Source: an optimization exercise on an open RTL-to-GDS flow (aim: small area, a short achievable clock period and few clock cycles). Production flows keep margins and buffers that such runs may drop. Only simulation tests tie the RTL to the original design; equivalence was not proved. No activity file was given, so power comes from the tool's default toggle rates.

==> inputs of run a <==
Design alu, start of the top module:
module alu #(
    parameter INT_W  = 4,
    parameter FRAC_W = 6,
    parameter INST_W = 4,
    parameter DATA_W = INT_W + FRAC_W
)(
    input                     i_clk,
    input                     i_rst_n,
    input                     i_valid,
    input signed [DATA_W-1:0] i_data_a,
    input signed [DATA_W-1:0] i_data_b,
    input        [INST_W-1:0] i_inst,
    output                    o_valid,
    output       [DATA_W-1:0] o_data
);
Settings: LEC_CHECK=0, CAP_MARGIN=20, CORE_MARGIN=2, CORE_UTILIZATION=40, SETUP_SLACK_MARGIN=2.5, SLEW_MARGIN=20; clock period 9.0 ns.
run.sh (not shown) runs the stock make flow with config.mk's settings and CLKGATE_MAP_FILE= SYNTH_SCRIPT=/design/flow/synth_recipe.tcl, a recipe that flattens the netlist after the stock synthesis.
==> inputs of run b, as changes to run a <==
==> flow/flow/run.sh (new file) <==
#!/bin/bash
# The standard layout, except that the input and output ports are buffered
# with buf_2 cells (buffer_ports otherwise picks a slow delay buffer).
set -euo pipefail
bash standard.sh "BUFFER_PORTS_ARGS=-buffer_cell sky130_fd_sc_hd__buf_2" finish > standard_flow.log 2>&1
==> flow/standard.sh (new file) <==
#!/bin/bash
# synth_recipe.tcl (not shown) runs the flow's synth.tcl, then flattens the netlist and writes it again
# the make line also repeats each setting of config.mk as NAME=value (left out here)
make -C /OpenROAD-flow-scripts/flow DESIGN_CONFIG=/design/flow/config.mk WORK_HOME=/design/flow/orfs CLKGATE_MAP_FILE= SYNTH_SCRIPT=/design/flow/synth_recipe.tcl "${@:-finish}"
--- a/flow/config.mk
+++ b/flow/config.mk
@@ -10,3 +10,3 @@
 export CORE_UTILIZATION = 40
-export SETUP_SLACK_MARGIN = 2.5
+export SETUP_SLACK_MARGIN = 3.5
 export SLEW_MARGIN = 20
removed: flow/run.sh
==> inputs of run c, as changes to run a <==
--- a/flow/config.mk
+++ b/flow/config.mk
@@ -10,3 +10,3 @@
 export CORE_UTILIZATION = 40
-export SETUP_SLACK_MARGIN = 2.5
+export SETUP_SLACK_MARGIN = 4
 export SLEW_MARGIN = 20
==> notes.md <==
Final area, lowest first: run b, run a, run c. The lowest clock power belongs to run b, the highest to run a. Of run b and run a, run b has the higher maximum frequency (gap 16%, measured against run a). Sequential share of layout area: run b > run a > run c. Clock skew, highest first: run b, run c, run a. In synthesized cell count, run a and run c do not differ. Between run c and run a, the lower via count is in run a (gap 10%, measured against run a). Hold slack, highest first: run c, run a, run b.
Testbench counts of run a, summed over its fixed seeds: cycles 24,000.
Testbench counts of run b, summed over its fixed seeds: cycles 24,000.
Testbench counts of run c, summed over its fixed seeds: cycles 24,000.


==> inputs of try-garnet <==
Another version of the RTL of alu (not shown whole).
Design alu, start of the top module:
module alu #(
    parameter INT_W  = 4,
    parameter FRAC_W = 6,
    parameter INST_W = 4,
    parameter DATA_W = INT_W + FRAC_W
)(
    input                     i_clk,
    input                     i_rst_n,
    input                     i_valid,
    input signed [DATA_W-1:0] i_data_a,
    input signed [DATA_W-1:0] i_data_b,
    input        [INST_W-1:0] i_inst,
    output                    o_valid,
    output       [DATA_W-1:0] o_data
);
clock: 9.0 ns
lec_check: 0
abc_area: 1
cap_margin: 20
core_margin: 2
core_utilization: 40
setup_slack_margin: 4.6
slew_margin: 20
standard.sh (not shown) runs the stock make flow with config.mk's settings and CLKGATE_MAP_FILE= SYNTH_SCRIPT=/design/flow/synth_recipe.tcl, a recipe that flattens the netlist after the stock synthesis.
==> flow/flow/run.sh <==
#!/bin/bash
# The standard layout, except that the input and output ports are buffered
# with buf_2 cells (buffer_ports otherwise picks a slow delay buffer).
set -euo pipefail
bash standard.sh "BUFFER_PORTS_ARGS=-buffer_cell sky130_fd_sc_hd__buf_2" finish > standard_flow.log 2>&1
==> try-umber (differences from try-garnet) <==
SETUP_SLACK_MARGIN = 4.3   (was 4.6)
==> try-pepper (differences from try-garnet) <==
CORE_UTILIZATION = 55   (was 40)
SETUP_SLACK_MARGIN = 3.5   (was 4.6)
==> notes.md <==
In synthesized cell count, try-garnet and try-pepper do not differ.
Design area: try-garnet is higher than try-pepper (about 11%).
Between try-umber and try-garnet, the lower clock power is in try-umber (gap about 7%, measured against try-garnet).
Sequential cell count is the same in try-umber and try-pepper.
Hold slack, lowest first: try-garnet, try-umber, try-pepper.
In critical path depth, try-garnet and try-umber do not differ.
The highest global-route usage belongs to try-pepper, the lowest to try-garnet.
In synthesized area, try-umber and try-pepper do not differ.
try-umber finished with timing, DRC and antenna clean. try-pepper completed with no timing, DRC or antenna violations. try-garnet finished clean.
In try-pepper the sequential share of layout area is higher than in try-garnet, by 1.3 points.
Against try-garnet, the combinational power of try-pepper is smaller by about 30%.
==> figures <==
                                                                                  try-garnet  try-umber  try-pepper
Result of the run                                           no timing/DRC/antenna violations  no timing/DRC/antenna violations  no timing/DRC/antenna violations
Number of cells on the critical path                                                      14         14          13
Clock input transition at the sequential cells of the worst setup and hold paths     0.06 ns    0.06 ns     0.08 ns
Number of global-route vias before repair                                               5446       5396        5582
Combinational group power                                                            1.09 mW     861 uW      745 uW
Worst path setup slack after routing                                                4.430 ns   4.461 ns    4.214 ns
LEAKAGE                                                                             3.781 nW   3.653 nW    3.605 nW
Met3 routing resource usage after global routing                                      3.332%     2.615%      5.200%
Total via count after detailed routing                                                  5693       5624        5841
Total number of nets in the final design                                                1060       1045        1041
Multi-input gate area in the final layout                                           4692 um2   4511 um2    4342 um2
Cell-internal power                                                                 830.2 uW   669.0 uW    558.7 uW
Final GP Congestion                                                                   0.9138     0.9019       1.035
Maximum cell stage delay along the critical path                                     0.51 ns    0.59 ns     0.55 ns
Post-CTS setup buffer count                                                               10          0           0
Num rows                                                                                  44         44          38
Width of the chip                                                                   126.7 um   126.7 um    108.6 um
Buffering stage count on the worst path with inverters included                            2          1           2
Reg2reg path depth                                                                        16         15          14
Critical register-to-register path startpoint                                         x_r[6]     x_r[6]      x_r[9]
Register-to-register path setup slack                                                6.24 ns    6.33 ns     6.20 ns
Testbench counts of try-garnet, summed over its fixed seeds: cycles 24,000.
Testbench counts of try-umber, summed over its fixed seeds: cycles 24,000.
Testbench counts of try-pepper, summed over its fixed seeds: cycles 24,000.

==> port drivers added, routing unchanged <==
No port has a modelled driver above. Below, the same layouts with a new extraction and two added sets of constraints.
Step 1, drivers: a clkbuf_16 drives i_clk and a buf_2 each remaining input, both assumed.
Step 2, shift: input delay + t, output delay - t, t = (earliest + latest rising clock arrival at the registers) / 2. This alone moves slack from input paths to output paths.
a / b / c = ideal / step 1 / step 2; a / b = the first two.
run	shift t [ns]	slack for setup (ns)	worst data-port slew with drivers (ns)
run a	0.310	2.755 / 2.769 / 2.458	0.04
run b	0.312	3.617 / 3.583 / 3.377	0.03
run c	0.310	3.814 / 3.780 / 3.680	0.16
try-garnet	0.316	4.430 / 4.395 / 4.385	0.06
try-umber	0.316	4.461 / 4.424 / 4.333	0.04
try-pepper	0.316	4.214 / 4.185 / 4.362	0.03
After both steps setup and hold are still met in every run listed. The setup slack of run a, which loses most, moves by +0.014 ns with the drivers and by -0.297 ns with both steps.
